This design comes from an exercise in tuning for small area, a short achievable clock period and few clock cycles on the open sky130 flow, not from production work. RTL that was checked went through simulation tests only; none was proved equivalent to the original. No functional check of the RTL was part of runs 1 to 3, 7 and 8. Power is estimated from default activity; no workload was simulated.

--- flow/run.sh ---
#!/bin/bash
# synth_recipe.tcl (not shown) runs the flow's synth.tcl, then flattens the netlist and writes it again
# the make line also repeats each setting of config.mk as NAME=value (left out here)
make -C /OpenROAD-flow-scripts/flow DESIGN_CONFIG=/design/flow/config.mk WORK_HOME=/design/flow/orfs CLKGATE_MAP_FILE= SYNTH_SCRIPT=/design/flow/synth_recipe.tcl finish
--- flow/config.mk ---
export PLATFORM = sky130hd
export DESIGN_NAME = medianFilter
export DESIGN_NICKNAME = medianFilter
export VERILOG_FILES = /design/flow/design.v
export SDC_FILE = /design/flow/constraint.sdc
export NUM_CORES = 4
export LEC_CHECK = 0
export ABC_AREA = 1
export CAP_MARGIN = 20
export CORE_MARGIN = 2
export CORE_UTILIZATION = 60
export CTS_BUF_LIST = sky130_fd_sc_hd__clkbuf_16
export CTS_CLUSTER_DIAMETER = 100
export CTS_CLUSTER_SIZE = 30
export PLACE_DENSITY = 0.75
export SETUP_SLACK_MARGIN = 4.5
export SLEW_MARGIN = 20
--- flow/constraint.sdc ---
create_clock -name core_clock -period 7.0 [get_ports {clk}]
set_input_delay 1.4000 -clock core_clock [delete_from_list [all_inputs] [get_ports {clk}]]
set_output_delay 1.4000 -clock core_clock [all_outputs]
set_load 0.01 [all_outputs]
--- flow/design.v ---
module ge8(input [7:0] a, b, output y);
wire [7:0] g = a & ~b;
wire [7:0] e = ~(a ^ b);
assign y = g[7] | e[7] & (g[6] | e[6] & (g[5] | e[5] & (g[4] | e[4] & (g[3] | e[3] & (g[2] | e[2] & (g[1] | e[1] & (g[0] | e[0])))))));
endmodule
module comparator_9(
	input	[7:0]	l_lo, l_md, l_hi,
	input	[7:0]	c_lo, c_md, c_hi,
	input	[7:0]	r_lo, r_md, r_hi,
	input			lc_lo, lc_md, lc_hi,
	output			cr_lo, cr_md, cr_hi,
	output	[7:0]	x, y, z
);
wire lr_lo, lr_md, lr_hi;
ge8 g0(.a(c_lo), .b(r_lo), .y(cr_lo));
ge8 g1(.a(c_md), .b(r_md), .y(cr_md));
ge8 g2(.a(c_hi), .b(r_hi), .y(cr_hi));
ge8 g3(.a(l_lo), .b(r_lo), .y(lr_lo));
ge8 g4(.a(l_md), .b(r_md), .y(lr_md));
ge8 g5(.a(l_hi), .b(r_hi), .y(lr_hi));
assign x = (lc_lo & lr_lo) ? l_lo : (!lc_lo & cr_lo) ? c_lo : r_lo;
assign y = (lc_md ^ lr_md) ? l_md : (lc_md ^ cr_md) ? r_md : c_md;
assign z = (!lc_hi & !lr_hi) ? l_hi : (lc_hi & !cr_hi) ? c_hi : r_hi;
endmodule
module med3(input [7:0] a, b, c, output [7:0] y);
wire ab, ac, bc;
ge8 g0(.a(a), .b(b), .y(ab));
ge8 g1(.a(a), .b(c), .y(ac));
ge8 g2(.a(b), .b(c), .y(bc));
assign y = (ab ^ ac) ? a : (ab ^ bc) ? c : b;
endmodule
module sort3(
	input	[7:0]	a, m, b,
	output	[7:0]	lo, md, hi,
	output			m_lo, m_hi
);
wire am, ab, mb;
ge8 g0(.a(a), .b(m), .y(am));
ge8 g1(.a(a), .b(b), .y(ab));
ge8 g2(.a(m), .b(b), .y(mb));
assign hi = (am & ab) ? a : (!am & mb) ? m : b;
assign lo = (!am & !ab) ? a : (am & !mb) ? m : b;
assign md = (am ^ ab) ? a : (am ^ mb) ? b : m;
assign m_hi = !am & mb;
assign m_lo = am & !mb;
endmodule
module CU(
	input						clk,
	input						rst,
	output reg	[1:0]		ph,
	output reg	[17:0]	rd_pair,		 
	output reg				border,		 
	output reg	[18:0]	out_address,
	output reg				out_valid
);
localparam NPAIR = 153600;            
localparam RD_START = 18'd261904;     
localparam RD_LAST  = 18'd153839;     
reg	[1:0]	warm;                       
reg	[3:0]	m15;                        
wire [17:0] opair = out_address[18:1];
wire row_border = (opair <= 18'd238) || (opair >= 18'd153359);
wire rd_wrap = &(rd_pair | ~RD_LAST);
wire op_wrap = &(opair | ~(NPAIR - 1));
always @(posedge clk or negedge rst) begin
	if (!rst) begin
		ph <= 2'd1;           
		warm <= 2'd0;
		rd_pair <= 18'd0;
		out_address[18:1] <= 18'd0;
		m15 <= 4'd0;
		out_valid <= 1'b0;
	end else begin
		ph <= (ph == 2'd2) ? 2'd0 : ph + 2'd1;
		if (ph == 2'd2 && warm != 2'd3) warm <= warm + 2'd1;
		if (ph == 2'd2)
			rd_pair <= rd_wrap ? RD_START : rd_pair - 18'd479;
		else
			rd_pair <= rd_pair + 18'd240;
		if (ph == 2'd1 && warm == 2'd3) begin
			out_address[18:1] <= op_wrap ? 18'd0 : opair + 18'd1;
			if (&opair[3:0]) m15 <= (m15 == 4'd14) ? 4'd0 : m15 + 4'd1;
		end
		out_valid <= (ph == 2'd1 && warm[1]) || (ph == 2'd0 && warm == 2'd3);
	end
end
always @(posedge clk) begin
	out_address[0] <= (ph == 2'd0);
	border <= row_border || (m15 == 4'd14 && opair[3:1] == 3'b111 && (opair[0] == (ph == 2'd2)));
end
endmodule
module DU(
	input						clk,
	input			[1:0]		ph,
	input						border,
	input			[7:0]		q_a,
	input			[7:0]		q_b,
	output reg	[7:0]		out
);
reg [7:0] ra;
reg [7:0] rb, b1, b2;
reg [7:0] st, sm, sb;
reg p1, p2, shift;    
always @(posedge clk) begin
	p1 <= (ph == 2'd0);
	p2 <= (ph == 2'd1);
	shift <= (ph != 2'd2);
	ra <= q_a;
	rb <= q_b; b1 <= rb; b2 <= b1;
	st <= p1 ? b2 : sm;
	sm <= p1 ? b1 : p2 ? ra : sb;
	sb <= p1 ? rb : q_a;
end
wire [7:0] s_lo, s_md, s_hi;
wire       s_tlo, s_thi;
sort3 srt(.a(st), .m(sm), .b(sb), .lo(s_lo), .md(s_md), .hi(s_hi), .m_lo(s_tlo), .m_hi(s_thi));
reg [7:0] l_lo, l_md, l_hi;
reg       lc_lo, lc_md, lc_hi;    
wire      cr_lo, cr_md, cr_hi;    
reg [7:0] c_lo, c_md, c_hi;
reg       c_tlo, c_thi;
reg [7:0] r_lo, r_md, r_hi;
reg       r_tlo, r_thi;
always @(posedge clk) begin
	if (shift) begin
		l_lo <= c_lo; l_md <= c_md; l_hi <= c_hi;
		lc_lo <= cr_lo; lc_md <= cr_md; lc_hi <= cr_hi;
		c_lo <= r_lo; c_md <= r_md; c_hi <= r_hi; c_tlo <= r_tlo; c_thi <= r_thi;
		r_lo <= s_lo; r_md <= s_md; r_hi <= s_hi; r_tlo <= s_tlo; r_thi <= s_thi;
	end
end
wire [7:0] c_mid = c_tlo ? c_lo : c_thi ? c_hi : c_md;
wire [7:0] mx_lo, md_md, mn_hi;
comparator_9 cmp(
	.l_lo(l_lo), .l_md(l_md), .l_hi(l_hi),
	.c_lo(c_lo), .c_md(c_md), .c_hi(c_hi),
	.r_lo(r_lo), .r_md(r_md), .r_hi(r_hi),
	.lc_lo(lc_lo), .lc_md(lc_md), .lc_hi(lc_hi),
	.cr_lo(cr_lo), .cr_md(cr_md), .cr_hi(cr_hi),
	.x(mx_lo), .y(md_md), .z(mn_hi)
);
reg [7:0] x, y, z;
always @(posedge clk) begin
	x <= border ? c_mid : mx_lo;
	y <= border ? c_mid : md_md;
	z <= border ? c_mid : mn_hi;
end
wire [7:0] med;
med3 m3(.a(x), .b(y), .c(z), .y(med));
always @(posedge clk) out <= med;
endmodule
module medianFilter(
	output	[7:0]		out,
	output 	[18:0]	out_address,
	output				out_valid,
	output	[18:0]	address_a,
	output	[18:0]	address_b,
	input		[7:0]		q_a,
	input		[7:0]		q_b,
	input					clk,
	input 				rst
);
wire	[1:0]	ph;
wire			border;
wire	[17:0]	rd_pair;
CU cu(
	.clk				(clk),
	.rst				(rst),
	.ph				(ph),
	.rd_pair			(rd_pair),
	.border			(border),
	.out_address	(out_address),
	.out_valid		(out_valid)
);
assign address_a = {rd_pair, 1'b0};
assign address_b = {rd_pair, 1'b1};
DU du(
	.clk				(clk),
	.ph				(ph),
	.border			(border),
	.q_a				(q_a),
	.q_b				(q_b),
	.out				(out)
);
endmodule
==> results.yml, run 1 <==
outcome:
  status: "complete, no violations"
min_path:
  hold_class: "reg2reg"
  min_to: "du.b1[6]"
  hold_start: "du.rb[6]"
  whs_path_depth: 0
setup_path:
  setup.worst_path.start_class: "flip-flop"
  path_class: "reg2reg"
  cpPeakStageDelay_ns: 0.38
  slowest_stage: "dfxtp_4"
  arrival_ns: 3.03
  rrSetupSlack_ns: 4.19
  timing.rr.start: "du.sm[1]"
  critPathRequiredTime_ns: 7.22
  path_max_fanout: 3
  critPathLaunch: "du.sm[1]"
  critPathCaptureType: "flip-flop"
  reg2reg_to: "du.r_lo[5]"
  cp_cell_sequence: "inv_4, ha_4, a21boi_2, o21a_1, o21ai_1, nand2_1, a21oi_2, o21bai_1, a21o_1, a21oi_2, buf_4, ha_4, clkinvlp_4, buf_4, o211ai_1, o21ai_1"
  r2r_cells: 16
synthesis:
  synth_area_leaders: "edfxtp_1 21%, dfxtp_1 16%, nand2_1 11%"
  syn_area_sq_mm: 0.0114
  avgSynthCellArea_sq_um: 8.44
  syn_nets: 1460
  synth_top_area_frac: 0.208
  ys_ff_latch: 216
  yosys_warnings: 2
  synth_top_area_cell: "edfxtp_1"
  synth_enable_flop_cells: 79
  synthArstFlopShare: 0.208
  ys.flop_type: "dfxtp_1"
  synth-seq-area-share: 0.469
  synthCells: 1348
  synth_cell_types: 51
timing:
  rsz0062_at_grt: "true"
  drv_slew: 0
  whs_ns: 0.352
  finalSetupViolCount: 0
  fin_crit_ns: 2.81
  fin_crit_sh: 0.401
  tightest_slew_ns: 1.05
  clock.fmax_mhz: 356
  hold_violations: 0
  slew_headroom: 0.298
  skew_ns: 0.0239
  setup-tns-final_ns: 0
power_and_ir_drop:
  swShare: 0.287
  power_per_cell_area_mw_per_mm2: 204
  ir_drop_uv: 229
  power_frac_seq: 0.517
  switchingPower_mw: 0.782
  cellLeakagePower_nw: 6.78
  p_clk_frac: 0.272
  p_total_mw: 2.73
  power_frac_comb: 0.211
  internal_power_mw: 1.94
cells_and_area:
  drive_gt1_frac: 0.174
  diodes: 0
  area_growth_pct: 17.6
  top_regs: "cu.out_address: 18 flops, cu.rd_pair: 18 flops"
  fill_cells: 1442
  nNetsFinal: 1589
clock_tree:
  cts_sinks: 216
  cts_buffers: 11
  cts_root_buf: "clkbuf_16"
  worstSkewPairLatency_ns: 0.48
  clockBufferDepth: 3
  cts_tree: "built"
  htreeDepth: 1
  cts.clk_slew.worst_paths_ns: 0.11
floorplanning:
  fp.dieH_um: 142
  die_area_sq_mm: 0.0201
  start_util: 0.610
  core_sq_mm: 0.0186
  ios: 84
  fp.dieW_um: 142
  num_rows: 50
place:
  dpl.hpwl_um: 16800
  place.gp.congestion: 0.903
  io_buffer_count: 81
routing:
  drc: 0
  first_pass_iters: 5
  vias: 9132
  routed_via_density: 5.32
  post_drt_wl_per_cell_um: 14.8
  totalWireLength_um: 25400
  drt.antenna.violating_nets: 0
  initialDrtViolationCount: 585
global_routing:
  track_usage: 0.250
  grt_pass1_vias: 8529
  grt_pass1_wl_um: 41000
  antenna_found_initial: 0
  grt_remaining_overflow: 0
  grt_max_degree: 80
run:
  cap_violations: 0
==> critical path, delay by kind of cell, from the launching register on <==
family | cells | cell delay (ns)
AO/OA/AOI/OAI | 9 | 1.25
adder cells (fa/ha/maj) | 2 | 0.33
buffers and inverters | 4 | 0.51
flip-flops | 1 | 0.38
AND/OR/NAND/NOR | 1 | 0.09
==> synth_stat cells (2+ instances only) <==
cell type	count
mux2_2	8
nor4_1	4
nor2_2	3
ha_1	94
o21bai_1	3
conb_1	2
edfxtp_1	79
o21a_1	9
a21boi_0	6
o22ai_1	2
nand4_1	15
nor3_4	2
dfrtp_1	44
clkinv_1	2
buf_4	21
clkbuf_1	23
xor2_1	15
nor2_1	45
o21ai_0	86
nand2_1	328
inv_1	235
xnor2_1	3
dfxtp_1	92
a32oi_1	2
nand2_2	7
nor3_1	6
nor2_4	4
a31oi_1	3
a22oi_1	2
nand3_1	104
o31ai_1	3
o211ai_1	29
a21oi_1	44
inv_2	3
a21o_1	3
and3_1	2
==> cell usage in the layout (no fill, tap or decap), types with 6 or more instances in the layout <==
cell type / instances
nor3_1: 6
a21oi_1: 38
o21a_1: 9
ha_1: 87
inv_2: 7
buf_2: 43
dlygate4sd2_1: 8
dfxtp_1: 87
o21ai_0: 59
inv_1: 229
ha_4: 7
edfxtp_1: 79
nand4_1: 15
nand2_1: 311
buf_6: 30
nand2_4: 7
o211ai_1: 29
buf_4: 58
xor2_1: 15
clkdlybuf4s50_1: 16
nand2_2: 18
dfrtp_2: 17
clkbuf_16: 13
o21ai_1: 25
mux2_2: 8
dfrtp_1: 27
nand3_1: 100
nor2_1: 44
==> worst max path at each step <==
stage	slack (ns)	endpoint	depth (start not counted)
floorplan	4.37	du.r_md[6]	17
global route	4.06	du.r_lo[4]	16
global placement	4.01	out_address[0]	1
finish	4.19	du.r_lo[5]	16
CTS	4.36	du.r_lo[4]	16
detailed placement	3.99	out_address[0]	1
==> power groups by stage <==
stage          Combinational, mW  Sequential, mW  Clock, mW
3_5_place_dp               0.493            1.44          0
3_3_place_gp               0.470            1.43          0
4_1_cts                    0.546            1.41      0.758
2_1_floorplan              0.400            1.43          0
5_1_grt                    0.663            1.42      0.807
6_report                   0.575            1.41      0.743
==> cells by family (layout without fill, tap and decap cells) <==
| family | Yosys count | after routing | synth area share |
|---|---|---|---|
| AOI/OAI and AO/OA | 201 | 201 | 0.106 |
| and+or+nand+nor | 523 | 523 | 0.198 |
| buffers and inverters | 286 | 419 | 0.101 |
| adders and majority gates | 94 | 94 | 0.103 |
| other | 2 | 2 | 0.000660 |
| xor gates and xnor gates | 18 | 18 | 0.0139 |
| DFF | 216 | 216 | 0.469 |
| muxes | 8 | 8 | 0.00792 |
==> layer usage <==
metal | track usage | part of all wire | vias up | wire length (um)
li1 | - | - | 4636 | -
met1 | 0.334 | 0.44 | 4203 | 11000
met2 | 0.425 | 0.49 | 244 | 12500
met3 | 0.0270 | 0.045 | 49 | 1140
met4 | 0.0884 | 0.029 | 0 | 735
met5 | 0 | 0 | - | 0
==> per-stage QoR <==
step / area (sq um) / worst slack [ns] / std cells / utilization
after CTS: 13100 / 4.36 / 1698 / 0.701
after global routing: 13400 / 4.06 / 1715 / 0.718
after floorplan: 11500 / 4.37 / 1348 / -
final: 13400 / 4.19 / 1715 / 0.718
after global placement: 12300 / 4.01 / 1617 / 0.658
after detailed placement: 12300 / 3.99 / 1617 / 0.658
==> area by class of cell <==
type | instances | area, sq um | area share
sequential | 216 | 5380 | 0.402
tap | 234 | 293 | 0.0219
inverter | 240 | 920 | 0.0687
timing repair buffer | 162 | 1290 | 0.0967
multi-input combinational | 846 | 5140 | 0.384
clock inverter | 4 | 27.5 | 0.00206
clock buffer | 13 | 325 | 0.0243
==> what timing repair did <==
| action | CTS | global route |
|---|---|---|
| endpoints found under the setup margin | 93 | 80 |
| setup buffers | 64 | 17 |
| endpoints found under the hold margin | 0 | 0 |
| resized for setup | 283 | 68 |
| hold buffers | 0 | 0 |
| pin swaps | 19 | 15 |
==> inputs of run 2 (changes only) <==
--- a/flow/design.v
+++ b/flow/design.v
@@ -1,7 +1,8 @@
 module ge8(input [7:0] a, b, output y);
-wire [7:0] g = a & ~b;
-wire [7:0] e = ~(a ^ b);
-assign y = g[7] | e[7] & (g[6] | e[6] & (g[5] | e[5] & (g[4] | e[4] & (g[3] | e[3] & (g[2] | e[2] & (g[1] | e[1] & (g[0] | e[0])))))));
+wire [7:0] g = a & ~b;    
+wire [7:0] l = ~a & b;    
+assign y = g[7] | ~l[7] & (g[6] | ~l[6] & (g[5] | ~l[5] & (g[4] | ~l[4] &
+          (g[3] | ~l[3] & (g[2] | ~l[2] & (g[1] | ~l[1] & (g[0] | ~l[0])))))));
 endmodule
 module comparator_9(
 	input	[7:0]	l_lo, l_md, l_hi,
--- a/flow/config.mk
+++ b/flow/config.mk
@@ -5,7 +5,6 @@
 export SDC_FILE = /design/flow/constraint.sdc
 export NUM_CORES = 4
 export LEC_CHECK = 0
-export ABC_AREA = 1
 export CAP_MARGIN = 20
 export CORE_MARGIN = 2
 export CORE_UTILIZATION = 60
==> run 2 against run 1 <==
Sequential cell count stayed put; critical endpoint is now du.r_lo[2]; first-iteration DRC count is 7.0% higher; synthesized cell count is 25% lower; non-clock buffer count is 32 higher; clock power is 6.3% lower; power is 0.98% higher; utilization is 5.2 points higher; critical path type unchanged; sequential power hardly changed; final cell count is 19% lower; hold slack better by 0.0016 ns; critical path depth is 3 lower.
==> results.yml, run 2 <==
outcome:
  status: "complete, no violations"
power_and_ir_drop:
  p_total_mw: 2.75
  cellLeakagePower_nw: 5.33
  power_per_cell_area_mw_per_mm2: 215
  ir_drop_uv: 258
setup_path:
  arrival_ns: 3.22
  r2r_cells: 13
  path_class: "reg2reg"
  timing.rr.start: "du.sb[0]"
  reg2reg_to: "du.r_lo[2]"
  setup.worst_path.start_class: "flip-flop"
  rrSetupSlack_ns: 4.00
  critPathCaptureType: "flip-flop"
  path_max_fanout: 4
  critPathRequiredTime_ns: 7.22
synthesis:
  synth_area_leaders: "edfxtp_1 23%, dfxtp_1 18%, dfrtp_1 11%"
  synth_top_area_cell: "edfxtp_1"
  syn_area_sq_mm: 0.0103
  synth_enable_flop_cells: 79
  syn_nets: 1035
  yosys_warnings: 2
  ys.flop_type: "dfxtp_1"
  synth_top_area_frac: 0.231
  ys_ff_latch: 216
  synth_most_common_cell: "nand2_1"
  synth-seq-area-share: 0.521
  synth_cell_types: 79
  avgSynthCellArea_sq_um: 10.2
  synthArstFlopShare: 0.208
  synthCells: 1007
  ys_top_cells_by_count: "96 x nand2_1, 92 x dfxtp_1, 80 x o21ai_0"
cells_and_area:
  final_common_cell: "nand2_1"
  area_growth_pct: 25.0
  drive_gt1_frac: 0.295
  nNetsFinal: 1189
  multi_input_area_sq_mm: 0.00489
  top_regs: "cu.out_address: 18 flops, cu.rd_pair: 18 flops"
  final_util: 0.770
  most-common-layout-cells: "93 x nand2_1, 80 x dfxtp_1, 79 x edfxtp_1, 77 x buf_4, 68 x inv_1"
  fill_cells: 1091
  diodes: 0
  final-seq-area_sq_mm: 0.00540
clock_tree:
  cts_sinks: 216
  clockBufferDepth: 3
  cts_tree: "built"
  cts_buffers: 11
  worstSkewPairLatency_ns: 0.47
  cts.clk_slew.worst_paths_ns: 0.11
  cts_hold_buf: 0
  cts_root_buf: "clkbuf_16"
  htreeDepth: 1
routing:
  totalWireLength_um: 24600
  drc: 0
  initialDrtViolationCount: 626
  post_drt_wl_per_cell_um: 17.8
  vias: 8214
  first_pass_iters: 6
  routed_via_density: 5.93
  drt.antenna.violating_nets: 0
timing:
  skew_ns: 0.0160
  setup-tns-final_ns: 0
  finalSetupViolCount: 0
  clock.fmax_mhz: 334
  slew_headroom: 0.338
  setup_slack_ns: 4.00
  drv_slew: 0
  fin_crit_sh: 0.428
  fin_crit_ns: 3.00
  tightest_slew_ns: 0.993
  rsz0062_at_grt: "true"
  hold_violations: 0
global_routing:
  track_usage: 0.265
  grt_pass1_wl_um: 39000
  grt_max_degree: 80
  antenna_found_initial: 0
  grt_pass1_vias: 7620
  grt_remaining_overflow: 0
floorplanning:
  start_util: 0.616
  core_sq_mm: 0.0166
  ios: 84
  die_area_sq_mm: 0.0182
  fp.dieW_um: 135
  num_rows: 47
  fp.dieH_um: 135
place:
  dpl.hpwl_um: 15200
  place.gp.congestion: 0.883
  io_buffer_count: 81
  pre_cts_slack_ns: 3.65
min_path:
  hold_start: "du.rb[3]"
  min_to: "du.b1[3]"
  whs_path_depth: 0
  hold_class: "reg2reg"
run:
  cap_violations: 0
==> run 2: cell types whose count changed after synthesis, moves of 15 or more <==
cell / before / now
nor2_1: 45 / 73
nor2b_1: 0 / 25
a221o_1: 0 / 15
maj3_1: 0 / 29
nand2_1: 328 / 96
o211ai_1: 29 / 4
mux2i_1: 0 / 47
inv_1: 235 / 66
ha_1: 94 / 10
nand2b_1: 0 / 18
nand3_1: 104 / 16
==> run 2: final cells by class <==
| cell class | instances | area share |
|---|---|---|
| Clock inverter | 6 | 0.00351 |
| Clock buffer | 11 | 0.0215 |
| Tap cell | 220 | 0.0215 |
| Inverter | 69 | 0.0204 |
| Timing Repair Buffer | 194 | 0.130 |
| Multi-Input combinational cell | 669 | 0.382 |
| Sequential cell | 216 | 0.422 |
==> run 2: worst max-delay path: stages (launching register included) <==
cell	delay, ns
dfxtp_4	0.38
nand2_2	0.06
o21ai_2	0.13
a31oi_1	0.12
maj3_2	0.31
maj3_2	0.30
maj3_2	0.30
maj3_2	0.28
a21o_1	0.18
o21ai_2	0.08
ha_4	0.18
buf_6	0.13
mux2i_1	0.21
o21ai_1	0.09
==> run 2: through the flow <==
stage | cell area (sq um) | hold slack (ns) | instances
floorplan | 10400 | 0.326 | 1007
global placement | 11200 | 0.329 | 1258
detailed placement | 11200 | 0.332 | 1258
CTS | 12500 | 0.354 | 1373
global route | 12800 | 0.361 | 1385
finish | 12800 | 0.354 | 1385
==> run 2: worst max-delay path by stage <==
stage / startpoint / end / slack, ns / cells after the start
detailed placement: du.sb[1] / du.r_lo[0] / 3.65 / 12
finish: du.sb[0] / du.r_lo[2] / 4.00 / 13
global route: du.sb[0] / du.r_hi[6] / 3.91 / 12
floorplan: du.sb[1] / du.r_md[0] / 4.13 / 13
global placement: du.sb[1] / du.r_lo[0] / 3.81 / 12
CTS: du.sb[0] / du.r_hi[2] / 4.08 / 12
==> run 2: per-layer routing <==
| layer | routed length (um) | GRT usage |
|---|---|---|
| met1 | 10400 | 0.370 |
| met2 | 12100 | 0.440 |
| met3 | 1290 | 0.0289 |
| met4 | 821 | 0.0807 |
| met5 | 0 | 0 |
==> run 2: what timing repair did <==
item	CTS	global route
cloned	1	1
buffers inserted	97	11
setup endpoints to repair	123	87
pin swaps	43	35
resized for setup	355	67
==> run 2: report_power, final <==
group / switching (mW) / internal, mW
Clock: 0.398 / 0.298
Combinational: 0.320 / 0.301
Sequential: 0.0680 / 1.37
Total: 0.787 / 1.97
==> run 2: cells by family after synthesis <==
kind of cell	share of synthesized area
compound gates	0.159
fa+ha+maj	0.0482
mux	0.0667
buf+inv	0.0526
other cells	0.000732
simple gates	0.133
flops	0.521
xor+xnor	0.0188
==> inputs of run 3 (changes only) <==
--- a/flow/design.v
+++ b/flow/design.v
@@ -1,8 +1,5 @@
 module ge8(input [7:0] a, b, output y);
-wire [7:0] g = a & ~b;    
-wire [7:0] l = ~a & b;    
-assign y = g[7] | ~l[7] & (g[6] | ~l[6] & (g[5] | ~l[5] & (g[4] | ~l[4] &
-          (g[3] | ~l[3] & (g[2] | ~l[2] & (g[1] | ~l[1] & (g[0] | ~l[0])))))));
+assign y = a >= b;
 endmodule
 module comparator_9(
 	input	[7:0]	l_lo, l_md, l_hi,
==> run 3 against run 2 <==
Register-to-register slack better by 0.34 ns; critical path depth is 1 lower; clock skew is 0.0040 ns higher; clock-buffer cell count stayed put; maximum frequency is 13% higher; hold slack worse by 0.019 ns; routed wire length is 1.4% lower; worst setup slack better by 0.34 ns.
==> results.yml, run 3 <==
clock_tree:
  cts.clk_slew.worst_paths_ns: 0.11
  clockBufferDepth: 3
  cts_sinks: 216
  cts_root_buf: "clkbuf_16"
  cts_buffers: 11
  htreeDepth: 1
  cts_tree: "built"
  worstSkewPairLatency_ns: 0.47
  cts_hold_buf: 0
synthesis:
  synth_enable_flop_cells: 79
  ys_ff_latch: 216
  synth-seq-area-share: 0.485
  ys.flop_type: "dfxtp_1"
  synth_area_leaders: "edfxtp_1 22%, dfxtp_1 17%, ha_1 12%"
  synth_most_common_cell: "nand2_1"
  yosys_warnings: 2
  synth_top_area_cell: "edfxtp_1"
  synth_fa_ha_area_frac: 0.120
  synthCells: 1049
  synth-xor-area-share: 0.0191
  syn_nets: 1173
  avgSynthCellArea_sq_um: 10.5
  synthArstFlopShare: 0.208
  ys_top_cells_by_count: "115 x nand2_1, 106 x ha_1, 96 x o21ai_0"
  synth_compound_area_frac: 0.145
  synth_top_area_frac: 0.215
  synthSimpleGateAreaFrac: 0.104
  synth_cell_types: 65
  syn_area_sq_mm: 0.0110
  synthMuxAreaShare: 0.0724
  synth_top_family_by_area: "compound AO/OA/AOI/OAI gates"
place:
  io_buffer_count: 81
  place.gp.congestion: 0.868
  dpl.hpwl_um: 16500
  pre_cts_slack_ns: 4.06
  dp_cells: 1310
floorplanning:
  fp.dieH_um: 140
  fp.dieW_um: 140
  start_util: 0.614
  core_sq_mm: 0.0180
  die_area_sq_mm: 0.0195
  ios: 84
  num_rows: 49
outcome:
  status: "complete, no violations"
setup_path:
  r2r_cells: 12
  setup.worst_path.start_class: "flip-flop"
  path_max_fanout: 4
  critPathCaptureType: "flip-flop"
  arrival_ns: 2.90
  path_class: "reg2reg"
  critPathRequiredTime_ns: 7.23
routing:
  vias: 8177
  first_pass_iters: 5
  initialDrtViolationCount: 649
  totalWireLength_um: 24300
  drt.antenna.violating_nets: 0
  drc: 0
  routed_via_density: 5.84
  post_drt_wl_per_cell_um: 17.3
cells_and_area:
  diodes: 0
  multi_input_area_sq_mm: 0.00528
  most-common-layout-cells: "115 x nand2_1, 100 x ha_1, 84 x dfxtp_1, 83 x inv_1, 79 x edfxtp_1"
  area_growth_pct: 16.0
  final_common_cell: "nand2_1"
  layout.cells.non_filler: 1399
  fill_cells: 1376
  final-seq-area_sq_mm: 0.00539
  top_regs: "cu.out_address: 18 flops, cu.rd_pair: 18 flops"
  nNetsFinal: 1290
  drive_gt1_frac: 0.200
min_path:
  hold_class: "reg2reg"
  whs_path_depth: 0
timing:
  finalSetupViolCount: 0
  fin_crit_ns: 2.66
  tightest_slew_ns: 1.03
  whs_ns: 0.335
  fin_crit_sh: 0.380
  slew_headroom: 0.313
  setup_slack_ns: 4.34
  hold_violations: 0
  clock.fmax_mhz: 376
  setup-tns-final_ns: 0
  skew_ns: 0.0199
  rsz0062_at_grt: "true"
  drv_slew: 0
power_and_ir_drop:
  power_frac_seq: 0.527
  power_per_cell_area_mw_per_mm2: 211
  internal_power_mw: 1.94
  swShare: 0.280
  power_frac_comb: 0.217
  switchingPower_mw: 0.754
  cellLeakagePower_nw: 5.86
  p_total_mw: 2.69
  ir_drop_uv: 441
  p_clk_frac: 0.256
global_routing:
  grt_remaining_overflow: 0
  grt_pass1_wl_um: 39900
  grt_pass1_vias: 8097
  track_usage: 0.249
  antenna_found_initial: 0
  grt_max_degree: 80
run:
  cap_violations: 0
[run 3: area by class of cell]
cell class              instances  share of cell area
well taps                     229              0.0224
repair buffers                157              0.0944
clock inverters                 6             0.00323
clock buffers                  11              0.0215
multi-input cells             698               0.413
flip-flops and latches        216               0.422
inverters                      82              0.0241
[run 3: worst paths after layout]
path | slack (ns) | endpoint | start
worst max-delay path | 4.34 | du.r_hi[5] | du.sm[0]
worst min-delay path | 0.33 | du.b2[0] | du.b1[0]
worst max register to register | 4.34 | du.r_hi[5] | du.sm[0]
worst min register to register | 0.33 | du.b2[0] | du.b1[0]
max in group asynchronous | 5.62 | cu.rd_pair[2] | rst
min in group asynchronous | 0.92 | cu.rd_pair[17] | rst
[run 3: critical path, cell delays in order, from the launching register on]
cell and delay, ns:
dfxtp_4 0.39, ha_4 0.23, nand2b_4 0.13, a21o_1 0.15, a21o_1 0.18, a211o_1 0.26
a21oi_2 0.18, buf_4 0.13, o21a_2 0.17, ha_4 0.16, buf_4 0.15, mux2i_1 0.21
o21ai_0 0.09
[run 3: what timing repair did]
item | CTS | global route
setup buffers | 65 | 7
endpoints found under the setup margin | 110 | 70
gates resized for setup | 286 | 41
pin swaps | 16 | 16
[run 3: power groups by stage]
stage / combinational [mW] / sequential, mW / clock, mW
after CTS: 0.549 / 1.42 / 0.713
after global routing: 0.659 / 1.43 / 0.754
after detailed placement: 0.510 / 1.45 / 0
after global placement: 0.488 / 1.45 / 0
final: 0.585 / 1.42 / 0.689
after floorplan: 0.403 / 1.43 / 0
[run 3: kinds of logic after synthesis]
family / Yosys count
other cells: 2
simple gates: 245
xor+xnor: 21
compound gates: 246
mux: 78
flops: 216
fa+ha+maj: 106
buf+inv: 135
[run 3: per-stage QoR]
| step | instance area [sq um] | util |
|---|---|---|
| 2_1_floorplan | 11100 | - |
| 3_3_place_gp | 11900 | 0.661 |
| 3_5_place_dp | 11900 | 0.661 |
| 4_1_cts | 12600 | 0.702 |
| 5_1_grt | 12800 | 0.712 |
| 6_report | 12800 | 0.712 |
[run 3: routing by layer]
layer  global-route usage  wire length [um]  vias to the layer above
li1                     -                 -                     3991
met1                0.336             10700                     3937
met2                0.430             11800                      208
met3               0.0268               992                       41
met4               0.0726               728                        0
met5                    0                 0                        -
==> inputs of run 4 (changes only) <==
--- a/flow/design.v
+++ b/flow/design.v
@@ -1,5 +1,17 @@
 module ge8(input [7:0] a, b, output y);
-assign y = a >= b;
+wire [7:0] g0 = a & ~b, l0 = ~a & b;
+wire [3:0] g1, l1;
+wire [1:0] g2, l2;
+genvar i;
+generate for (i = 0; i < 4; i = i + 1) begin : m1
+	assign g1[i] = g0[2*i+1] | ~l0[2*i+1] & g0[2*i];
+	assign l1[i] = l0[2*i+1] | ~g0[2*i+1] & l0[2*i];
+end endgenerate
+generate for (i = 0; i < 2; i = i + 1) begin : m2
+	assign g2[i] = g1[2*i+1] | ~l1[2*i+1] & g1[2*i];
+	assign l2[i] = l1[2*i+1] | ~g1[2*i+1] & l1[2*i];
+end endgenerate
+assign y = ~(l2[1] | ~g2[1] & l2[0]);
 endmodule
 module comparator_9(
 	input	[7:0]	l_lo, l_md, l_hi,
--- a/flow/config.mk
+++ b/flow/config.mk
@@ -5,6 +5,7 @@
 export SDC_FILE = /design/flow/constraint.sdc
 export NUM_CORES = 4
 export LEC_CHECK = 0
+export ABC_AREA = 1
 export CAP_MARGIN = 20
 export CORE_MARGIN = 2
 export CORE_UTILIZATION = 60
==> run 4 against run 3 <==
Power up 4.9%; first-iteration DRC count is 26% higher; synthesized cell count rose by 38%; final cell count grew 27%; die area rose by 0.66%; hold slack better by 0.022 ns; global-route usage is 0.38 points higher; still clean; routed wire length rose by 3.6%; maximum frequency is 4.4% higher; final area down 1.7%; worst setup slack better by 0.11 ns.
==> results.yml, run 4 <==
timing:
  skew_ns: 0.0311
  tightest_slew_ns: 0.980
  setup-tns-final_ns: 0
  hold_violations: 0
  slew_headroom: 0.347
  rsz0062_at_grt: "true"
  clock.fmax_mhz: 392
  fin_crit_ns: 2.55
  fin_crit_sh: 0.364
  setup_slack_ns: 4.45
  drv_slew: 0
  finalSetupViolCount: 0
power_and_ir_drop:
  cellLeakagePower_nw: 6.23
  p_total_mw: 2.82
  power_frac_seq: 0.509
  power_frac_comb: 0.205
  ir_drop_uv: 350
  power_per_cell_area_mw_per_mm2: 225
  internal_power_mw: 1.96
  p_clk_frac: 0.286
  switchingPower_mw: 0.863
  swShare: 0.306
place:
  dpl.hpwl_um: 17800
  io_buffer_count: 81
  pre_cts_slack_ns: 3.88
  postPlaceCellArea_sq_mm: 0.0119
  place.gp.congestion: 0.919
setup_path:
  cpPeakStageDelay_ns: 0.43
  path_delay_family: "flip-flops"
  arrival_ns: 1.15
  path_class: "reg2out"
  path_max_fanout: 2
  setup.worst_path.start_class: "flip-flop"
  worst-path-buf-inv: 2
  worst_path_most_repeated_cell: "buf_6"
  critPathCaptureType: "output pin"
  cp_cell_sequence: "buf_6, buf_6"
  critPathRequiredTime_ns: 5.60
  slowest_stage: "dfrtp_2"
floorplanning:
  num_rows: 49
  start_util: 0.616
  die_area_sq_mm: 0.0196
  fp.dieW_um: 140
  core_sq_mm: 0.0180
  fp.dieH_um: 140
  ios: 84
outcome:
  status: "complete, no violations"
cells_and_area:
  fill_cells: 1512
  most-common-layout-cells: "374 x nand2_1, 214 x inv_1, 158 x nand3_1, 98 x o21ai_0, 89 x dfxtp_1"
  area_growth_pct: 13.3
  diodes: 0
  drive_gt1_frac: 0.124
  nNetsFinal: 1567
  top_regs: "cu.out_address: 18 flops, cu.rd_pair: 18 flops"
  final_common_cell: "nand2_1"
  stdcell_area_sq_mm: 0.0126
  final_util: 0.697
clock_tree:
  cts_buffers: 12
  cts_tree: "built"
  cts.clk_slew.worst_paths_ns: 0.11
  clockBufferDepth: 3
  htreeDepth: 1
  cts_hold_buf: 0
  cts_sinks: 216
  cts_root_buf: "clkbuf_16"
  worstSkewPairLatency_ns: 0.48
routing:
  first_pass_iters: 5
  initialDrtViolationCount: 820
  totalWireLength_um: 25100
  drt.antenna.violating_nets: 0
  routed_via_density: 5.43
  vias: 9631
  drc: 0
  post_drt_wl_per_cell_um: 14.2
global_routing:
  grt_pass1_vias: 8624
  grt_max_degree: 80
  track_usage: 0.253
  grt_pass1_wl_um: 41300
  antenna_found_initial: 0
  grt_remaining_overflow: 0
synthesis:
  synth_enable_flop_cells: 79
  syn_nets: 1471
  synth_top_area_frac: 0.214
  avgSynthCellArea_sq_um: 7.69
  synthArstFlopShare: 0.208
  ys_ff_latch: 216
  yosys_warnings: 2
  synthCells: 1443
  ys_top_cells_by_count: "374 x nand2_1, 212 x inv_1, 158 x nand3_1"
  synth_cell_types: 51
  synth_most_common_cell: "nand2_1"
  synth_area_leaders: "edfxtp_1 21%, dfxtp_1 17%, nand2_1 13%"
  syn_area_sq_mm: 0.0111
  synth-seq-area-share: 0.481
  ys.flop_type: "dfxtp_1"
  synth_top_area_cell: "edfxtp_1"
run:
  cap_violations: 0
min_path:
  hold_class: "reg2reg"
==> run 4: cell count changes after synthesis, sizes merged, moves of 10 or more <==
cell	previous run	this run
nand2	115	387
nand3	18	161
inv	82	219
ha	106	10
mux2i	67	0
nor2	33	98
o211ai	15	36
a21oi	45	60
a21o	14	0
nand2b	14	0
mux2	11	1
o22ai	2	12
==> run 4: area by class of cell <==
cell class	instances	area [sq um]	area share
sequential	216	5380	0.428
multi-input combinational	956	4670	0.371
timing repair buffer	129	968	0.0771
inverter	224	846	0.0673
clock buffer	14	350	0.0279
tap	229	287	0.0228
clock inverter	6	73.8	0.00587
==> run 4: final timing paths <==
| path | start | endpoint | slack (ns) | cells after the start |
|---|---|---|---|---|
| max | cu.rd_pair[4] | address_a[5] | 4.45 | 2 |
| min | du.rb[6] | du.b1[6] | 0.36 | 0 |
| max reg2reg | du.sb[1] | du.r_md[4] | 4.63 | 10 |
| min reg2reg | du.rb[6] | du.b1[6] | 0.36 | 0 |
| max in group asynchronous | rst | cu.out_address[6] | 5.65 | 1 |
| min in group asynchronous | rst | cu.out_address[10] | 0.91 | 1 |
==> run 4: logic make-up (layout without fill, tap and decap cells) <==
group	after synthesis	after routing	synth area share
AOI/OAI and AO/OA	233	233	0.120
adders and majority gates	10	10	0.0113
DFF	216	216	0.481
muxes	1	1	0.00101
xor gates and xnor gates	13	13	0.0103
and+or+nand+nor	697	697	0.277
buffers and inverters	271	373	0.0993
other	2	2	0.000677
==> run 4: power groups by stage <==
stage / clock network (mW) / logic [mW] / registers, mW
6_report: 0.808 / 0.579 / 1.44
5_1_grt: 0.867 / 0.676 / 1.45
2_1_floorplan: 0 / 0.451 / 1.45
4_1_cts: 0.827 / 0.564 / 1.44
3_5_place_dp: 0 / 0.563 / 1.46
3_3_place_gp: 0 / 0.547 / 1.46
==> run 4: what timing repair did <==
item | CTS | global route
endpoints found under the hold margin | 0 | 0
cloned | 0 | 0
setup buffers | 45 | 2
resized for setup | 256 | 16
endpoints found under the setup margin | 64 | 40
==> run 4: per-stage QoR <==
stage                     std cells  hold WS [ns]
after floorplan                1443         0.331
after global placement         1707         0.336
after detailed placement       1707         0.338
after CTS                      1772         0.358
after global routing           1774         0.360
final                          1774         0.357
==> run 4: layer usage <==
layer | vias up | track usage | routed length, um | part of all wire
met5 | - | 0 | 0 | 0
met4 | 0 | 0.0663 | 588 | 0.023
met3 | 41 | 0.0274 | 1480 | 0.059
met2 | 304 | 0.424 | 11800 | 0.47
met1 | 4376 | 0.355 | 11300 | 0.45
li1 | 4910 | - | - | -
Testbench counts of run 4, summed over its fixed seeds: cycles 1,843,228.
==> inputs of run 5 (changes only) <==
--- a/flow/config.mk
+++ b/flow/config.mk
@@ -5,7 +5,6 @@
 export SDC_FILE = /design/flow/constraint.sdc
 export NUM_CORES = 4
 export LEC_CHECK = 0
-export ABC_AREA = 1
 export CAP_MARGIN = 20
 export CORE_MARGIN = 2
 export CORE_UTILIZATION = 60
==> run 5 against run 4 <==
Still clean on timing, DRC and antenna; routed wire length down 7.5%; first-iteration DRC count shrank 23%; global-route usage is 0.18 points lower; non-clock buffer count rose by 25; clock skew decreased by 0.012 ns; final area down 4.3%; clock-buffer cell count decreased by 3; sequential power about the same; clock power down 9.8%; maximum frequency decreased by 4.0%; worst setup slack worse by 0.11 ns; critical path type unchanged; critical endpoint is now address_b[5].
==> results.yml, run 5 <==
cells_and_area:
  fill_cells: 1287
  diodes: 0
  top_regs: "cu.out_address: 18 flops, cu.rd_pair: 18 flops"
  nNetsFinal: 1148
  most-common-layout-cells: "112 x nand2_1, 86 x dfxtp_1, 84 x inv_1, 79 x edfxtp_1, 78 x o21ai_0"
  drive_gt1_frac: 0.205
  area_growth_pct: 16.6
  final_common_cell: "nand2_1"
floorplanning:
  num_rows: 47
  die_area_sq_mm: 0.0182
  core_sq_mm: 0.0167
  fp.dieW_um: 135
  ios: 84
  fp.dieH_um: 135
  start_util: 0.617
power_and_ir_drop:
  swShare: 0.265
  switchingPower_mw: 0.690
  internal_power_mw: 1.92
  cellLeakagePower_nw: 5.11
  p_clk_frac: 0.279
  ir_drop_uv: 205
  power_per_cell_area_mw_per_mm2: 217
  power_frac_comb: 0.175
  power_frac_seq: 0.546
place:
  pre_cts_slack_ns: 4.04
  io_buffer_count: 81
  place.gp.congestion: 0.878
  dpl.hpwl_um: 15100
clock_tree:
  htreeDepth: 1
  cts_tree: "built"
  cts_hold_buf: 0
  cts_buffers: 11
  cts_root_buf: "clkbuf_16"
  cts.clk_slew.worst_paths_ns: 0.11
  cts_sinks: 216
  clockBufferDepth: 3
  worstSkewPairLatency_ns: 0.47
setup_path:
  timing.rr.start: "du.sb[0]"
  arrival_ns: 1.26
  critPathRequiredTime_ns: 5.60
  path_delay_family: "flip-flops"
  critPathCaptureType: "output pin"
  critPathLaunch: "cu.rd_pair[4]"
  worst-path-buf-inv: 3
  cp_cell_sequence: "buf_6, buf_6, buf_6"
  cpPeakStageDelay_ns: 0.44
  path_max_fanout: 4
  slowest_stage: "dfrtp_2"
  path_class: "reg2out"
  setup.worst_path.start_class: "flip-flop"
  worst_path_most_repeated_cell: "buf_6"
timing:
  slew_headroom: 0.326
  fin_crit_sh: 0.379
  finalSetupViolCount: 0
  hold_violations: 0
  skew_ns: 0.0193
  setup_slack_ns: 4.34
  clock.fmax_mhz: 376
  tightest_slew_ns: 1.01
  fin_crit_ns: 2.66
  rsz0062_at_grt: "true"
  setup-tns-final_ns: 0
  drv_slew: 0
synthesis:
  synth_top_area_frac: 0.230
  synth_most_common_cell: "nand2_1"
  synth-xor-area-share: 0.0220
  synthArstFlopShare: 0.208
  avgSynthCellArea_sq_um: 10.2
  synth_area_leaders: "edfxtp_1 23%, dfxtp_1 18%, dfrtp_1 11%"
  synth-seq-area-share: 0.518
  ys_top_cells_by_count: "112 x nand2_1, 95 x o21ai_0, 92 x dfxtp_1"
  synthSimpleGateAreaFrac: 0.122
  yosys_warnings: 2
  ys_ff_latch: 216
  synth_cell_types: 77
  syn_nets: 1037
  synth_enable_flop_cells: 79
  synthCells: 1009
  synth_fa_ha_area_frac: 0.0421
  syn_area_sq_mm: 0.0103
  ys.flop_type: "dfxtp_1"
  synth_top_area_cell: "edfxtp_1"
  synthMuxAreaShare: 0.0675
  synth_compound_area_frac: 0.167
  synth_top_family_by_area: "compound AO/OA/AOI/OAI gates"
routing:
  totalWireLength_um: 23300
  drc: 0
  first_pass_iters: 5
  post_drt_wl_per_cell_um: 17.3
  initialDrtViolationCount: 628
  routed_via_density: 5.93
  drt.antenna.violating_nets: 0
  vias: 7965
global_routing:
  track_usage: 0.251
  antenna_found_initial: 0
  grt_remaining_overflow: 0
  grt_pass1_vias: 7450
  grt_pass1_wl_um: 37100
  grt_max_degree: 80
min_path:
  hold_start: "du.rb[4]"
  hold_class: "reg2reg"
run:
  cap_violations: 0
outcome:
  status: "complete, no violations"
[run 5: power groups by stage]
stage                     combinational [mW]  sequential, mW  clock [mW]
after CTS                              0.443            1.42       0.743
after global placement                 0.413            1.45           0
after global routing                   0.505            1.43       0.793
after detailed placement               0.424            1.45           0
final                                  0.456            1.42       0.729
after floorplan                        0.362            1.43           0
[run 5: logic make-up (layout without fill, tap and decap cells)]
family                   after synthesis  in the layout
adder cells (fa/ha/maj)               40             40
XOR/XNOR                              22             22
flip-flops                           216            216
multiplexers                          66             66
buffers and inverters                138            253
AND/OR/NAND/NOR                      268            268
other                                  2              2
AO/OA/AOI/OAI                        257            257
[run 5: path summary, 6_finish.rpt]
path / to / slack, ns / cells after the start
worst max-delay path: address_b[5] / 4.34 / 3
max in group asynchronous: cu.rd_pair[3] / 5.62 / 1
worst min-delay path: du.b1[4] / 0.35 / 0
worst max register to register: du.r_hi[5] / 4.42 / 11
min in group asynchronous: cu.warm[1] / 0.93 / 1
worst min register to register: du.b1[4] / 0.35 / 0
[run 5: cell type report]
cell class | count | area [sq um] | area share
clock buffer | 11 | 275 | 0.0229
clock inverter | 6 | 65.1 | 0.00541
inverter | 82 | 312 | 0.0259
multi-input combinational | 655 | 4520 | 0.376
sequential | 216 | 5390 | 0.448
tap | 220 | 275 | 0.0229
timing repair buffer | 154 | 1190 | 0.0991
[run 5: worst reg2reg max path: stages, from the launching register on]
cell,delay (ns)
dfxtp_4,0.36
nor2b_4,0.12
maj3_2,0.30
a221o_1,0.34
o221ai_2,0.07
o2111ai_2,0.17
a41oi_2,0.27
a21o_1,0.16
ha_4,0.17
buf_6,0.13
mux2i_1,0.17
o21ai_0,0.09
[run 5: metrics by stage]
stage                      util  hold slack (ns)  total power [mW]  cells  area [sq um]
after floorplan               -            0.326              1.79   1009         10300
after global placement    0.665            0.332              1.86   1256         11100
after detailed placement  0.665            0.333              1.88   1256         11100
after CTS                 0.709            0.355              2.61   1327         11800
after global routing      0.720            0.360              2.73   1344         12000
final                     0.720            0.354              2.61   1344         12000
[run 5: routing by layer]
metal / up-vias / share of wire / global-route usage
met5: - / 0 / 0
met4: 0 / 0.026 / 0.0793
met3: 39 / 0.051 / 0.0308
met2: 244 / 0.48 / 0.422
met1: 3829 / 0.44 / 0.343
li1: 3853 / - / -
[run 5: repair_timing]
| item | in CTS | in global routing |
|---|---|---|
| pin swaps | 10 | 7 |
| endpoints found under the setup margin | 90 | 68 |
| setup buffers | 53 | 17 |
| resized for setup | 268 | 60 |
| gates cloned | 1 | 0 |
==> inputs of run 6 (changes only) <==
--- a/flow/config.mk
+++ b/flow/config.mk
@@ -12,5 +12,5 @@
 export CTS_CLUSTER_DIAMETER = 100
 export CTS_CLUSTER_SIZE = 30
 export PLACE_DENSITY = 0.75
-export SETUP_SLACK_MARGIN = 4.5
+export SETUP_SLACK_MARGIN = 4.7
 export SLEW_MARGIN = 20
==> run 6 against run 5 <==
Still clean on timing, DRC and antenna; synthesized cell count did not move; register-to-register slack hardly changed; global-route usage up 0.78 points; final area up 3.9%; largest cell class unchanged; largest power group unchanged; highest routed layer unchanged.
==> results.yml, run 6 <==
outcome:
  status: "complete, no violations"
global_routing:
  grt_pass1_vias: 7687
  antenna_found_initial: 0
  grt_pass1_wl_um: 38500
  track_usage: 0.259
  grt_remaining_overflow: 0
  grt_max_degree: 80
timing:
  skew_ns: 0.0152
  drv_slew: 0
  fin_crit_ns: 2.59
  clock.fmax_mhz: 386
  setup-tns-final_ns: 0
  rsz0062_at_grt: "true"
  finalSetupViolCount: 0
  fin_crit_sh: 0.370
  slew_headroom: 0.308
  tightest_slew_ns: 1.04
  hold_violations: 0
power_and_ir_drop:
  internal_power_mw: 1.90
  swShare: 0.271
  p_clk_frac: 0.267
  power_frac_seq: 0.548
  cellLeakagePower_nw: 5.26
  power_per_cell_area_mw_per_mm2: 208
  switchingPower_mw: 0.706
  power_frac_comb: 0.185
  ir_drop_uv: 308
  p_total_mw: 2.60
floorplanning:
  die_area_sq_mm: 0.0182
  start_util: 0.617
  core_sq_mm: 0.0167
  fp.dieH_um: 135
  fp.dieW_um: 135
  num_rows: 47
  ios: 84
clock_tree:
  cts_tree: "built"
  cts_sinks: 216
  worstSkewPairLatency_ns: 0.47
  cts.clk_slew.worst_paths_ns: 0.11
  cts_root_buf: "clkbuf_16"
  cts_hold_buf: 0
  cts_buffers: 11
  htreeDepth: 1
  clockBufferDepth: 3
cells_and_area:
  layout.cells.non_filler: 1362
  stdcell_area_sq_mm: 0.0125
  final_util: 0.748
  final_common_cell: "nand2_1"
  diodes: 0
  most-common-layout-cells: "111 x nand2_1, 85 x dfxtp_1, 83 x inv_1, 79 x edfxtp_1, 77 x buf_4"
  drive_gt1_frac: 0.253
  area_growth_pct: 21.1
  top_regs: "cu.out_address: 18 flops, cu.rd_pair: 18 flops"
  nNetsFinal: 1166
place:
  dpl.hpwl_um: 15200
  io_buffer_count: 81
  postPlaceCellArea_sq_mm: 0.0111
  dp_cells: 1256
  place.gp.congestion: 0.872
synthesis:
  synthCells: 1009
  ys.flop_type: "dfxtp_1"
  synth_cell_types: 77
  yosys_warnings: 2
  ys_top_cells_by_count: "112 x nand2_1, 95 x o21ai_0, 92 x dfxtp_1"
  synth_top_area_cell: "edfxtp_1"
  avgSynthCellArea_sq_um: 10.2
  synth_most_common_cell: "nand2_1"
  synthArstFlopShare: 0.208
  synth_area_leaders: "edfxtp_1 23%, dfxtp_1 18%, dfrtp_1 11%"
  ys_ff_latch: 216
  syn_area_sq_mm: 0.0103
  syn_nets: 1037
  synth_top_area_frac: 0.230
  synth_enable_flop_cells: 79
  synth-seq-area-share: 0.518
routing:
  first_pass_iters: 7
  initialDrtViolationCount: 827
  drc: 0
  drt.antenna.violating_nets: 0
  routed_via_density: 6.02
  vias: 8204
  totalWireLength_um: 24000
  post_drt_wl_per_cell_um: 17.6
setup_path:
  setup.worst_path.start_class: "flip-flop"
  cpPeakStageDelay_ns: 0.36
  critPathCaptureType: "flip-flop"
  arrival_ns: 2.80
  path_max_fanout: 4
  slowest_stage: "dfxtp_4"
  cp_cell_sequence: "nor2b_4, maj3_2, a221o_1, o221ai_2, o2111ai_2, a41oi_2, a21o_1, ha_4, buf_6, mux2i_1, o21ai_1"
  path_class: "reg2reg"
  critPathRequiredTime_ns: 7.21
run:
  cap_violations: 0
min_path:
  hold_class: "reg2reg"
-- run 6: worst max-delay path: cells and delay by family (launching register included) --
kind,cells,cell delay [ns]
buffers and inverters,1,0.14
flip-flops,1,0.36
AND/OR/NAND/NOR,1,0.12
adder cells (fa/ha/maj),2,0.48
multiplexers,1,0.23
AO/OA/AOI/OAI,6,1.02
-- run 6: what timing repair did --
action                     4_1_cts  5_1_grt
setup endpoints to repair      102      133
buffers inserted                66       21
resized for setup              364       53
pin swaps                        8       23
gates cloned                     1        1
-- run 6: worst paths after layout --
check / start / slack, ns / to / cells past startpoint
min in group asynchronous: rst / 0.93 / cu.rd_pair[15] / 1
min: du.rb[6] / 0.34 / du.b1[6] / 0
max: du.sb[0] / 4.41 / du.r_hi[4] / 11
max reg2reg: du.sb[0] / 4.41 / du.r_hi[4] / 11
min reg2reg: du.rb[6] / 0.34 / du.b1[6] / 0
max in group asynchronous: rst / 5.62 / cu.out_address[13] / 1
-- run 6: per-stage QoR --
stage | setup slack, ns | hold WS [ns]
2_1_floorplan | 4.56 | 0.326
6_report | 4.41 | 0.344
4_1_cts | 4.47 | 0.344
5_1_grt | 4.29 | 0.354
3_5_place_dp | 4.15 | 0.333
3_3_place_gp | 4.25 | 0.330
-- run 6: final cells by class --
cell class                 instances  area, sq um
sequential                       216         5390
multi-input combinational        655         4660
fill                            1191         4220
timing repair buffer             171         1530
inverter                          82          312
clock buffer                      11          275
tap                              220          275
clock inverter                     6         42.5
timing repair inverter             1         5.00
-- run 6: routing by layer --
layer,up-vias,track usage,routed length [um]
li1,3890,-,-
met1,3969,0.361,10400
met2,294,0.430,11600
met3,51,0.0282,1290
met4,0,0.0810,683
met5,-,0,0
-- run 6: power by group through the flow --
stage	registers, mW	clock network, mW	logic [mW]
finish	1.43	0.694	0.482
global route	1.44	0.755	0.528
CTS	1.43	0.710	0.460
detailed placement	1.45	0	0.426
global placement	1.45	0	0.420
floorplan	1.43	0	0.367
-- run 6: kinds of logic after synthesis --
logic type               synth area share
AO/OA/AOI/OAI                       0.167
XOR/XNOR                           0.0220
adder cells (fa/ha/maj)            0.0421
buffers and inverters              0.0598
flip-flops                          0.518
multiplexers                       0.0675
other                            0.000728
AND/OR/NAND/NOR                     0.122
==> inputs of run 7 (changes only) <==
--- a/flow/design.v
+++ b/flow/design.v
@@ -83,10 +83,10 @@
 	end else begin
 		ph <= (ph == 2'd2) ? 2'd0 : ph + 2'd1;
 		if (ph == 2'd2 && warm != 2'd3) warm <= warm + 2'd1;
-		if (ph == 2'd2)
-			rd_pair <= rd_wrap ? RD_START : rd_pair - 18'd479;
+		if (ph == 2'd2 && rd_wrap)
+			rd_pair <= RD_START;
 		else
-			rd_pair <= rd_pair + 18'd240;
+			rd_pair <= rd_pair + ((ph == 2'd2) ? 18'h3FE21 : 18'd240);    
 		if (ph == 2'd1 && warm == 2'd3) begin
 			out_address[18:1] <= op_wrap ? 18'd0 : opair + 18'd1;
 			if (&opair[3:0]) m15 <= (m15 == 4'd14) ? 4'd0 : m15 + 4'd1;
==> run 7 against run 6 <==
Still clean on timing, DRC and antenna; routed wire length grew 1.2%; final cell count shrank 1.8%; final area grew 2.4%; maximum frequency shrank 24%; via count shrank 5.2%; critical path depth grew 1; sequential share of layout area shrank 1.0 points; critical endpoint is now du.r_hi[2]; largest power group unchanged.
==> results.yml, run 7 <==
global_routing:
  grt_max_degree: 80
  track_usage: 0.260
  grt_pass1_wl_um: 37600
  antenna_found_initial: 0
  grt_remaining_overflow: 0
  grt_pass1_vias: 7472
setup_path:
  setup.worst_path.start_class: "flip-flop"
  path_class: "reg2reg"
  r2r_cells: 12
  critPathRequiredTime_ns: 7.22
  path_max_fanout: 4
  cp_cell_sequence: "nand2b_4, maj3_2, maj3_2, maj3_2, maj3_2, maj3_2, maj3_2, a21oi_4, ha_4, buf_6, mux2i_1, o21ai_1"
  timing.rr.start: "du.st[0]"
  rrSetupSlack_ns: 3.59
  critPathLaunch: "du.st[0]"
  arrival_ns: 3.63
  worst_path_most_repeated_cell: "maj3_2"
  cpPeakStageDelay_ns: 0.35
  reg2reg_to: "du.r_hi[2]"
  critPathCaptureType: "flip-flop"
  cp-endpoint: "du.r_hi[2]"
  slowest_stage: "dfxtp_2"
synthesis:
  synth_top_area_cell: "edfxtp_1"
  yosys_warnings: 2
  synthArstFlopShare: 0.208
  synth-seq-area-share: 0.534
  synth_enable_flop_cells: 79
  ys_top_cells_by_count: "92 x dfxtp_1, 91 x nand2_1, 79 x edfxtp_1"
  avgSynthCellArea_sq_um: 10.7
  synth_most_common_cell: "dfxtp_1"
  syn_area_sq_mm: 0.00999
  synth_cell_types: 63
  ys.flop_type: "dfxtp_1"
  synth_area_leaders: "edfxtp_1 24%, dfxtp_1 18%, dfrtp_1 11%"
  syn_nets: 964
  ys_ff_latch: 216
  synthCells: 935
  synth_top_area_frac: 0.237
floorplanning:
  ios: 84
  die_area_sq_mm: 0.0177
  start_util: 0.609
  num_rows: 47
  core_sq_mm: 0.0164
  fp.dieW_um: 133
  fp.dieH_um: 133
routing:
  drt.antenna.violating_nets: 0
  first_pass_iters: 5
  routed_via_density: 5.82
  drc: 0
  vias: 7776
  totalWireLength_um: 24300
  initialDrtViolationCount: 588
  post_drt_wl_per_cell_um: 18.2
place:
  postPlaceCellArea_sq_mm: 0.0110
  dpl.hpwl_um: 14500
  place.gp.congestion: 0.893
  io_buffer_count: 81
timing:
  finalSetupViolCount: 0
  slew_headroom: 0.308
  drv_slew: 0
  setup-tns-final_ns: 0
  fin_crit_ns: 3.41
  skew_ns: 0.0148
  hold_violations: 0
  clock.fmax_mhz: 293
  fin_crit_sh: 0.487
  rsz0062_at_grt: "true"
  tightest_slew_ns: 1.04
cells_and_area:
  top_regs: "cu.out_address: 18 flops, cu.rd_pair: 18 flops"
  stdcell_area_sq_mm: 0.0128
  diodes: 0
  area_growth_pct: 28.0
  final_util: 0.779
  nNetsFinal: 1143
  fill_cells: 1018
  most-common-layout-cells: "101 x buf_4, 89 x nand2_1, 85 x dfxtp_1, 79 x edfxtp_1, 70 x buf_6"
  final_common_cell: "buf_4"
  drive_gt1_frac: 0.319
outcome:
  status: "complete, no violations"
min_path:
  hold_class: "reg2reg"
clock_tree:
  clockBufferDepth: 3
  cts_sinks: 216
  cts_tree: "built"
  cts_buffers: 11
  cts_hold_buf: 0
  cts_root_buf: "clkbuf_16"
  cts.clk_slew.worst_paths_ns: 0.11
  htreeDepth: 1
  worstSkewPairLatency_ns: 0.46
run:
  cap_violations: 0
power_and_ir_drop:
  cellLeakagePower_nw: 5.59
  ir_drop_uv: 210
  p_total_mw: 2.57
  power_per_cell_area_mw_per_mm2: 201
==> run 7: worst min-delay path by stage <==
stage                     cells past startpoint  endpoint  startpoint
after floorplan                               0  du.b1[0]    du.rb[0]
after global placement                        0  du.b1[1]    du.rb[1]
after detailed placement                      0  du.b1[3]    du.rb[3]
after CTS                                     0  du.b1[3]    du.rb[3]
after global routing                          0  du.b2[6]    du.b1[6]
final                                         0  du.b1[3]    du.rb[3]
==> run 7: metrics by stage <==
step           worst slack (ns)  cells  hold WS [ns]
2_1_floorplan              3.69    935         0.326
3_3_place_gp               3.63   1191         0.331
3_5_place_dp               3.59   1191         0.334
4_1_cts                    3.63   1302         0.356
5_1_grt                    3.47   1337         0.361
6_report                   3.59   1337         0.353
==> run 7: cell type report <==
type / instances / area, sq um / share of cell area
clock inverter: 5 / 61.3 / 0.00479
multi-input combinational: 612 / 4630 / 0.362
sequential: 216 / 5390 / 0.421
clock buffer: 11 / 275 / 0.0215
inverter: 59 / 226 / 0.0177
tap: 220 / 275 / 0.0215
timing repair buffer: 214 / 1930 / 0.151
==> run 7: power by group <==
part | internal (mW) | switching, mW
clock | 0.333 | 0.396
sequential | 1.36 | 0.0638
combinational | 0.186 | 0.229
==> run 7: critical path, delay by kind of cell (launching register included) <==
| family | cells | cell delay [ns] |
|---|---|---|
| mux | 1 | 0.19 |
| flops | 1 | 0.35 |
| fa+ha+maj | 7 | 2.07 |
| compound gates | 2 | 0.28 |
| simple gates | 1 | 0.14 |
| buf+inv | 1 | 0.13 |
==> run 7: what timing repair did <==
item / in CTS / in global routing
endpoints found under the setup margin: 142 / 135
resized for setup: 388 / 47
gates cloned: 2 / 0
buffers inserted: 93 / 35
pin swaps: 24 / 41
==> run 7: cells by family (layout without fill, tap and decap cells) <==
logic type      count (synthesis)  after routing  synth area share
simple gates                  249            249             0.117
flops                         216            216             0.534
compound gates                202            202             0.137
buf+inv                       107            289            0.0492
mux                            65             65            0.0665
fa+ha+maj                      59             59            0.0639
xor+xnor                       35             35            0.0307
other cells                     2              2          0.000752
==> run 7: per-layer routing <==
| metal | share of wire | vias to the layer above | track usage |
|---|---|---|---|
| li1 | - | 3688 | - |
| met1 | 0.43 | 3798 | 0.351 |
| met2 | 0.50 | 231 | 0.437 |
| met3 | 0.044 | 59 | 0.0318 |
| met4 | 0.030 | 0 | 0.0926 |
| met5 | 0 | - | 0 |
==> inputs of run 8 (changes only) <==
--- a/flow/config.mk
+++ b/flow/config.mk
@@ -12,5 +12,5 @@
 export CTS_CLUSTER_DIAMETER = 100
 export CTS_CLUSTER_SIZE = 30
 export PLACE_DENSITY = 0.75
-export SETUP_SLACK_MARGIN = 4.7
+export SETUP_SLACK_MARGIN = 4.5
 export SLEW_MARGIN = 20
==> run 8 against run 7 <==
Still clean on timing, DRC and antenna; clock skew up 0.0032 ns; sequential cell count unchanged; non-clock buffer count down 20; routed wire length up 0.68%; die area unchanged; synthesized cell count unchanged; area after synthesis unchanged; largest cell class unchanged; highest routed layer unchanged.
==> results.yml, run 8 <==
outcome:
  status: "complete, no violations"
power_and_ir_drop:
  power_per_cell_area_mw_per_mm2: 206
  swShare: 0.272
  switchingPower_mw: 0.690
  cellLeakagePower_nw: 5.41
  ir_drop_uv: 250
  internal_power_mw: 1.84
  p_clk_frac: 0.273
  power_frac_comb: 0.163
  power_frac_seq: 0.564
synthesis:
  synth_most_common_cell: "dfxtp_1"
  ys_top_cells_by_count: "92 x dfxtp_1, 91 x nand2_1, 79 x edfxtp_1"
  yosys_warnings: 2
  syn_area_sq_mm: 0.00999
  synth_top_area_cell: "edfxtp_1"
  synthMuxAreaShare: 0.0665
  synth_compound_area_frac: 0.137
  synth-seq-area-share: 0.534
  synthSimpleGateAreaFrac: 0.117
  ys.flop_type: "dfxtp_1"
  synth_cell_types: 63
  synth_top_family_by_area: "compound AO/OA/AOI/OAI gates"
  synth_area_leaders: "edfxtp_1 24%, dfxtp_1 18%, dfrtp_1 11%"
  synth_enable_flop_cells: 79
  avgSynthCellArea_sq_um: 10.7
  synthCells: 935
  syn_nets: 964
  synthArstFlopShare: 0.208
  synth_fa_ha_area_frac: 0.0639
  ys_ff_latch: 216
  synth_top_area_frac: 0.237
  synth-xor-area-share: 0.0307
timing:
  tightest_slew_ns: 1.02
  rsz0062_at_grt: "true"
  setup_slack_ns: 3.51
  drv_slew: 0
  fin_crit_ns: 3.49
  skew_ns: 0.0179
  clock.fmax_mhz: 287
  setup-tns-final_ns: 0
  finalSetupViolCount: 0
  slew_headroom: 0.317
  fin_crit_sh: 0.498
  hold_violations: 0
clock_tree:
  worstSkewPairLatency_ns: 0.47
  cts_tree: "built"
  cts_buffers: 11
  clockBufferDepth: 3
  cts_sinks: 216
  cts_hold_buf: 0
  cts.clk_slew.worst_paths_ns: 0.11
  htreeDepth: 1
  cts_root_buf: "clkbuf_16"
place:
  io_buffer_count: 81
  dpl.hpwl_um: 14700
  pre_cts_slack_ns: 3.57
  place.gp.congestion: 0.889
cells_and_area:
  drive_gt1_frac: 0.268
  final_common_cell: "nand2_1"
  area_growth_pct: 23.2
  nNetsFinal: 1123
  top_regs: "cu.out_address: 18 flops, cu.rd_pair: 18 flops"
  diodes: 0
  most-common-layout-cells: "90 x nand2_1, 86 x dfxtp_1, 83 x buf_4, 79 x edfxtp_1, 60 x inv_1"
setup_path:
  arrival_ns: 3.71
  cp.depth: 11
  cp_cell_sequence: "nand2b_4, maj3_2, maj3_2, maj3_2, maj3_2, maj3_2, maj3_2, a21oi_4, ha_4, mux2i_1, o21ai_1"
  path_class: "reg2reg"
  worst-path-buf-inv: 0
  critPathCaptureType: "flip-flop"
  worst_path_most_repeated_cell: "maj3_2"
  setup.worst_path.start_class: "flip-flop"
  path_max_fanout: 8
  slowest_stage: "dfxtp_2"
  path_delay_family: "adder cells"
  critPathRequiredTime_ns: 7.23
  cpPeakStageDelay_ns: 0.36
  r2r_cells: 11
floorplanning:
  start_util: 0.609
  ios: 84
  fp.dieH_um: 133
  die_area_sq_mm: 0.0177
  core_sq_mm: 0.0164
  num_rows: 47
  fp.dieW_um: 133
run:
  cap_violations: 0
routing:
  post_drt_wl_per_cell_um: 18.5
  vias: 7751
  drt.antenna.violating_nets: 0
  routed_via_density: 5.88
  totalWireLength_um: 24400
  drc: 0
  first_pass_iters: 6
  initialDrtViolationCount: 813
global_routing:
  grt_max_degree: 80
  grt_pass1_wl_um: 37900
  antenna_found_initial: 0
  grt_pass1_vias: 7399
  track_usage: 0.264
  grt_remaining_overflow: 0
min_path:
  whs_path_depth: 0
  hold_class: "reg2reg"
## run 8: changes by cell type in the layout (fill, tap and decap cells not counted), moves of 4 or more
cell           delta
maj3_1           +11
buf_4            -18
dlygate4sd2_1     +8
buf_2            +13
maj3_2           -11
buf_6            -24
a21oi_1           +5
a21oi_2           -4
## run 8: stage by stage
step | hold slack [ns] | utilization | cell area, sq um | total power, mW | std cells
2_1_floorplan | 0.326 | - | 10200 | 1.74 | 935
3_3_place_gp | 0.332 | 0.667 | 10900 | 1.83 | 1191
3_5_place_dp | 0.333 | 0.667 | 10900 | 1.84 | 1191
4_1_cts | 0.332 | 0.729 | 12000 | 2.53 | 1289
5_1_grt | 0.335 | 0.750 | 12300 | 2.65 | 1318
6_report | 0.335 | 0.750 | 12300 | 2.53 | 1318
## run 8: path summary, 6_finish.rpt
check,startpoint,end,slack [ns]
hold reg to reg,du.b1[1],du.b2[1],0.34
max in group asynchronous,rst,cu.rd_pair[15],5.61
hold / removal,du.b1[1],du.b2[1],0.34
min in group asynchronous,rst,cu.rd_pair[10],0.92
setup reg to reg,du.st[0],du.r_md[0],3.51
setup / recovery,du.st[0],du.r_md[0],3.51
## run 8: layout make-up
class / instances / area, sq um
sequential: 216 / 5390
multi-input combinational: 612 / 4450
fill: 1081 / 4090
timing repair buffer: 194 / 1660
clock buffer: 11 / 275
tap: 220 / 275
inverter: 59 / 226
clock inverter: 6 / 40.0
## run 8: power by group through the flow
stage	registers [mW]	clock network [mW]	logic, mW
2_1_floorplan	1.43	0	0.311
3_3_place_gp	1.45	0	0.378
3_5_place_dp	1.46	0	0.383
6_report	1.43	0.692	0.412
5_1_grt	1.44	0.753	0.458
4_1_cts	1.43	0.708	0.392
## run 8: what timing repair did
item,CTS,global route
pin swaps,10,12
hold endpoints to repair,0,0
resized for setup,310,43
cloned,2,0
setup endpoints to repair,120,88
setup buffers,79,29
## run 8: cells by family (layout without fill, tap and decap cells)
logic type                 count (synthesis)  after routing
AOI/OAI and AO/OA                        202            202
xor gates and xnor gates                  35             35
DFF                                      216            216
buffers and inverters                    107            270
and+or+nand+nor                          249            249
muxes                                     65             65
other                                      2              2
adders and majority gates                 59             59
## run 8: routing by layer
layer  vias to the layer above  part of all wire  global-route usage
li1                       3651                 -                   -
met1                      3749              0.41               0.352
met2                       293              0.50               0.453
met3                        58             0.054              0.0307
met4                         0             0.031              0.0866
met5                         -                 0                   0
## run 8: worst register-to-register path, cell delays in order (launching register included)
cell and delay, ns:
dfxtp_2 0.36, nand2b_4 0.14, maj3_2 0.31, maj3_2 0.32
maj3_2 0.31, maj3_2 0.30, maj3_2 0.29, maj3_2 0.35
a21oi_4 0.20, ha_4 0.25, mux2i_1 0.30, o21ai_1 0.10

Check on run 8: ideal ports give 3.515 ns setup slack; a clkbuf_16 on the clock port and buf_2 on the inputs give 3.515 ns; moving port delays by the midpoint clock arrival (0.503 ns) as well gives 3.515 ns.
